This is an optimization exercise on Yosys and OpenROAD, whose aim is small area, a short achievable clock period and few clock cycles per item, not a production implementation.
In this exercise RTL edits were held to simulation tests only and were not proved equivalent to the original.
Power figures rest on the tool's default switching activity, not on a simulated workload.

## cnn_top
module cnn_top(
    input clk,
    input reset,
    input start,
    output [9:0] img_addr,
    input  [7:0] img_pixel,
    output reg prediction,
    output reg done,
    output signed [31:0] score0,
    output signed [31:0] score1
);
Size: roughly 2,400 cells after synthesis, about 87 I/O pins, roughly 21,000 sq um of cells after synthesis.
==> flow/config.mk <==
export PLATFORM = sky130hd
export DESIGN_NAME = cnn_top
export DESIGN_NICKNAME = cnn_top
export VERILOG_FILES = /design/flow/design.v
export SDC_FILE = /design/flow/constraint.sdc
export NUM_CORES = 8
export LEC_CHECK = 0
export ABC_AREA = 1
export CAP_MARGIN = 20
export CORE_MARGIN = 2
export CORE_UTILIZATION = 40
export PLACE_DENSITY = 0.6
export SLEW_MARGIN = 20
export SYNTH_MEMORY_MAX_BITS = 65536
==> flow/constraint.sdc <==
create_clock -name core_clock -period 16.0 [get_ports {clk}]
set_input_delay 3.2000 -clock core_clock [delete_from_list [all_inputs] [get_ports {clk}]]
set_output_delay 3.2000 -clock core_clock [all_outputs]
set_load 0.01 [all_outputs]
standard.sh (not shown) runs the stock make flow with config.mk's settings and CLKGATE_MAP_FILE= SYNTH_SCRIPT=/design/flow/synth_recipe.tcl, a recipe that flattens the netlist after the stock synthesis.
==> flow/flow/run.sh <==
#!/bin/bash
# The standard layout (standard.sh) with these make settings:
#  - timing repair aimed below the clock period: the resizer works on every
#    path with less than 11.75 ns of slack at the design's 16 ns clock;
#  - a clock tree without dummy loads: clkbuf_8 buffers, clusters of up to 18 sinks;
#  - half-adder cells added to the platform's don't-use list, so synthesis
#    extracts only full adders.
# Full tool output goes to standard.log (and ORFS's logs under orfs/logs).
bash standard.sh SETUP_SLACK_MARGIN=11.75 \
  "CTS_ARGS=-sink_clustering_enable -repair_clock_nets -dont_use_dummy_load -buf_list sky130_fd_sc_hd__clkbuf_8 -root_buf sky130_fd_sc_hd__clkbuf_16 -sink_clustering_size 18 -sink_clustering_max_diameter 60" \
  "DONT_USE_CELLS=sky130_fd_sc_hd__probe_p_8 sky130_fd_sc_hd__probec_p_8 sky130_fd_sc_hd__lpflow_bleeder_1 sky130_fd_sc_hd__lpflow_clkbufkapwr_1 sky130_fd_sc_hd__lpflow_clkbufkapwr_16 sky130_fd_sc_hd__lpflow_clkbufkapwr_2 sky130_fd_sc_hd__lpflow_clkbufkapwr_4 sky130_fd_sc_hd__lpflow_clkbufkapwr_8 sky130_fd_sc_hd__lpflow_clkinvkapwr_1 sky130_fd_sc_hd__lpflow_clkinvkapwr_16 sky130_fd_sc_hd__lpflow_clkinvkapwr_2 sky130_fd_sc_hd__lpflow_clkinvkapwr_4 sky130_fd_sc_hd__lpflow_clkinvkapwr_8 sky130_fd_sc_hd__lpflow_decapkapwr_12 sky130_fd_sc_hd__lpflow_decapkapwr_3 sky130_fd_sc_hd__lpflow_decapkapwr_4 sky130_fd_sc_hd__lpflow_decapkapwr_6 sky130_fd_sc_hd__lpflow_decapkapwr_8 sky130_fd_sc_hd__lpflow_inputiso0n_1 sky130_fd_sc_hd__lpflow_inputiso0p_1 sky130_fd_sc_hd__lpflow_inputiso1n_1 sky130_fd_sc_hd__lpflow_inputiso1p_1 sky130_fd_sc_hd__lpflow_inputisolatch_1 sky130_fd_sc_hd__lpflow_isobufsrc_1 sky130_fd_sc_hd__lpflow_isobufsrc_16 sky130_fd_sc_hd__lpflow_isobufsrc_2 sky130_fd_sc_hd__lpflow_isobufsrc_4 sky130_fd_sc_hd__lpflow_isobufsrc_8 sky130_fd_sc_hd__lpflow_isobufsrckapwr_16 sky130_fd_sc_hd__lpflow_lsbuf_lh_hl_isowell_tap_1 sky130_fd_sc_hd__lpflow_lsbuf_lh_hl_isowell_tap_2 sky130_fd_sc_hd__lpflow_lsbuf_lh_hl_isowell_tap_4 sky130_fd_sc_hd__lpflow_lsbuf_lh_isowell_4 sky130_fd_sc_hd__lpflow_lsbuf_lh_isowell_tap_1 sky130_fd_sc_hd__lpflow_lsbuf_lh_isowell_tap_2 sky130_fd_sc_hd__lpflow_lsbuf_lh_isowell_tap_4 sky130_fd_sc_hd__ha_1 sky130_fd_sc_hd__ha_2 sky130_fd_sc_hd__ha_4" \
  finish > standard.log 2>&1
Testbench counts at the start, summed over its fixed seeds: cycles 32,760, items 36.
Then changed:
==> flow/flow/run.sh (replaced) <==
#!/bin/bash
# The standard layout (standard.sh) with these make settings:
#  - timing repair aimed below the clock period: the resizer works on every
#    path with less than 11.7 ns of slack at the design's 16 ns clock;
#  - a clock tree without dummy loads: clkbuf_8 buffers, clusters of up to 18 sinks;
#  - half-adder cells added to the platform's don't-use list, so synthesis
#    extracts only full adders.
# Full tool output goes to standard.log (and ORFS's logs under orfs/logs).
bash standard.sh SETUP_SLACK_MARGIN=11.7 \
  "CTS_ARGS=-sink_clustering_enable -repair_clock_nets -dont_use_dummy_load -buf_list sky130_fd_sc_hd__clkbuf_8 -root_buf sky130_fd_sc_hd__clkbuf_16 -sink_clustering_size 18 -sink_clustering_max_diameter 60" \
  "DONT_USE_CELLS=sky130_fd_sc_hd__probe_p_8 sky130_fd_sc_hd__probec_p_8 sky130_fd_sc_hd__lpflow_bleeder_1 sky130_fd_sc_hd__lpflow_clkbufkapwr_1 sky130_fd_sc_hd__lpflow_clkbufkapwr_16 sky130_fd_sc_hd__lpflow_clkbufkapwr_2 sky130_fd_sc_hd__lpflow_clkbufkapwr_4 sky130_fd_sc_hd__lpflow_clkbufkapwr_8 sky130_fd_sc_hd__lpflow_clkinvkapwr_1 sky130_fd_sc_hd__lpflow_clkinvkapwr_16 sky130_fd_sc_hd__lpflow_clkinvkapwr_2 sky130_fd_sc_hd__lpflow_clkinvkapwr_4 sky130_fd_sc_hd__lpflow_clkinvkapwr_8 sky130_fd_sc_hd__lpflow_decapkapwr_12 sky130_fd_sc_hd__lpflow_decapkapwr_3 sky130_fd_sc_hd__lpflow_decapkapwr_4 sky130_fd_sc_hd__lpflow_decapkapwr_6 sky130_fd_sc_hd__lpflow_decapkapwr_8 sky130_fd_sc_hd__lpflow_inputiso0n_1 sky130_fd_sc_hd__lpflow_inputiso0p_1 sky130_fd_sc_hd__lpflow_inputiso1n_1 sky130_fd_sc_hd__lpflow_inputiso1p_1 sky130_fd_sc_hd__lpflow_inputisolatch_1 sky130_fd_sc_hd__lpflow_isobufsrc_1 sky130_fd_sc_hd__lpflow_isobufsrc_16 sky130_fd_sc_hd__lpflow_isobufsrc_2 sky130_fd_sc_hd__lpflow_isobufsrc_4 sky130_fd_sc_hd__lpflow_isobufsrc_8 sky130_fd_sc_hd__lpflow_isobufsrckapwr_16 sky130_fd_sc_hd__lpflow_lsbuf_lh_hl_isowell_tap_1 sky130_fd_sc_hd__lpflow_lsbuf_lh_hl_isowell_tap_2 sky130_fd_sc_hd__lpflow_lsbuf_lh_hl_isowell_tap_4 sky130_fd_sc_hd__lpflow_lsbuf_lh_isowell_4 sky130_fd_sc_hd__lpflow_lsbuf_lh_isowell_tap_1 sky130_fd_sc_hd__lpflow_lsbuf_lh_isowell_tap_2 sky130_fd_sc_hd__lpflow_lsbuf_lh_isowell_tap_4 sky130_fd_sc_hd__ha_1 sky130_fd_sc_hd__ha_2 sky130_fd_sc_hd__ha_4" \
  finish > standard.log 2>&1
=>
- power went down by 0.94%
- utilization falls by 0.45 points
- clock-buffer cell count stays the same
- first-iteration DRC count climbs by 1.1%
- setup slack barely changes
- routed wire length hardly moves
Then changed:
==> flow/flow/run.sh (replaced) <==
#!/bin/bash
# The standard layout (standard.sh) with these make settings:
#  - timing repair aimed below the clock period: the resizer works on every
#    path with less than 11.6 ns of slack at the design's 16 ns clock;
#  - a clock tree without dummy loads: clkbuf_8 buffers, clusters of up to 18 sinks;
#  - half-adder cells added to the platform's don't-use list, so synthesis
#    extracts only full adders.
# Full tool output goes to standard.log (and ORFS's logs under orfs/logs).
bash standard.sh SETUP_SLACK_MARGIN=11.6 \
  "CTS_ARGS=-sink_clustering_enable -repair_clock_nets -dont_use_dummy_load -buf_list sky130_fd_sc_hd__clkbuf_8 -root_buf sky130_fd_sc_hd__clkbuf_16 -sink_clustering_size 18 -sink_clustering_max_diameter 60" \
  "DONT_USE_CELLS=sky130_fd_sc_hd__probe_p_8 sky130_fd_sc_hd__probec_p_8 sky130_fd_sc_hd__lpflow_bleeder_1 sky130_fd_sc_hd__lpflow_clkbufkapwr_1 sky130_fd_sc_hd__lpflow_clkbufkapwr_16 sky130_fd_sc_hd__lpflow_clkbufkapwr_2 sky130_fd_sc_hd__lpflow_clkbufkapwr_4 sky130_fd_sc_hd__lpflow_clkbufkapwr_8 sky130_fd_sc_hd__lpflow_clkinvkapwr_1 sky130_fd_sc_hd__lpflow_clkinvkapwr_16 sky130_fd_sc_hd__lpflow_clkinvkapwr_2 sky130_fd_sc_hd__lpflow_clkinvkapwr_4 sky130_fd_sc_hd__lpflow_clkinvkapwr_8 sky130_fd_sc_hd__lpflow_decapkapwr_12 sky130_fd_sc_hd__lpflow_decapkapwr_3 sky130_fd_sc_hd__lpflow_decapkapwr_4 sky130_fd_sc_hd__lpflow_decapkapwr_6 sky130_fd_sc_hd__lpflow_decapkapwr_8 sky130_fd_sc_hd__lpflow_inputiso0n_1 sky130_fd_sc_hd__lpflow_inputiso0p_1 sky130_fd_sc_hd__lpflow_inputiso1n_1 sky130_fd_sc_hd__lpflow_inputiso1p_1 sky130_fd_sc_hd__lpflow_inputisolatch_1 sky130_fd_sc_hd__lpflow_isobufsrc_1 sky130_fd_sc_hd__lpflow_isobufsrc_16 sky130_fd_sc_hd__lpflow_isobufsrc_2 sky130_fd_sc_hd__lpflow_isobufsrc_4 sky130_fd_sc_hd__lpflow_isobufsrc_8 sky130_fd_sc_hd__lpflow_isobufsrckapwr_16 sky130_fd_sc_hd__lpflow_lsbuf_lh_hl_isowell_tap_1 sky130_fd_sc_hd__lpflow_lsbuf_lh_hl_isowell_tap_2 sky130_fd_sc_hd__lpflow_lsbuf_lh_hl_isowell_tap_4 sky130_fd_sc_hd__lpflow_lsbuf_lh_isowell_4 sky130_fd_sc_hd__lpflow_lsbuf_lh_isowell_tap_1 sky130_fd_sc_hd__lpflow_lsbuf_lh_isowell_tap_2 sky130_fd_sc_hd__lpflow_lsbuf_lh_isowell_tap_4 sky130_fd_sc_hd__ha_1 sky130_fd_sc_hd__ha_2 sky130_fd_sc_hd__ha_4" \
  finish > standard.log 2>&1
After rerunning: The changed run completed without violations. Cell area drops by 0.55%. Die area stays the same. Via count drops by 1.4%. Critical path depth is unchanged. Clock skew is about the same.

## static timing again, ports no longer ideal
The flow's constraints put no driver on any port. The routed layouts listed below were extracted and timed again, unchanged, in two steps. Step 1: set_driving_cell puts a clkbuf_16 on clk and a buf_2 on each other input, an assumption about the parent block. Step 2 adds t to the input delays and takes it off the output delays; t is the mean of the earliest and latest rising clock arrival at the registers after step 1. Input paths then give back, and output paths get back, about the clock's delay inside the block. a / b / c = ideal / step 1 / step 2; a / b = the first two.
run | t, ns | slack for setup (ns) | pins driven straight from the clock port
the first run | 0.563 | 11.719 / 11.658 / 11.819 | 1
the second run | 0.561 | 11.722 / 11.660 / 11.840 | 1
the third run | 0.560 | 11.642 / 11.581 / 11.845 | 1
After both steps every run listed still meets setup and hold.
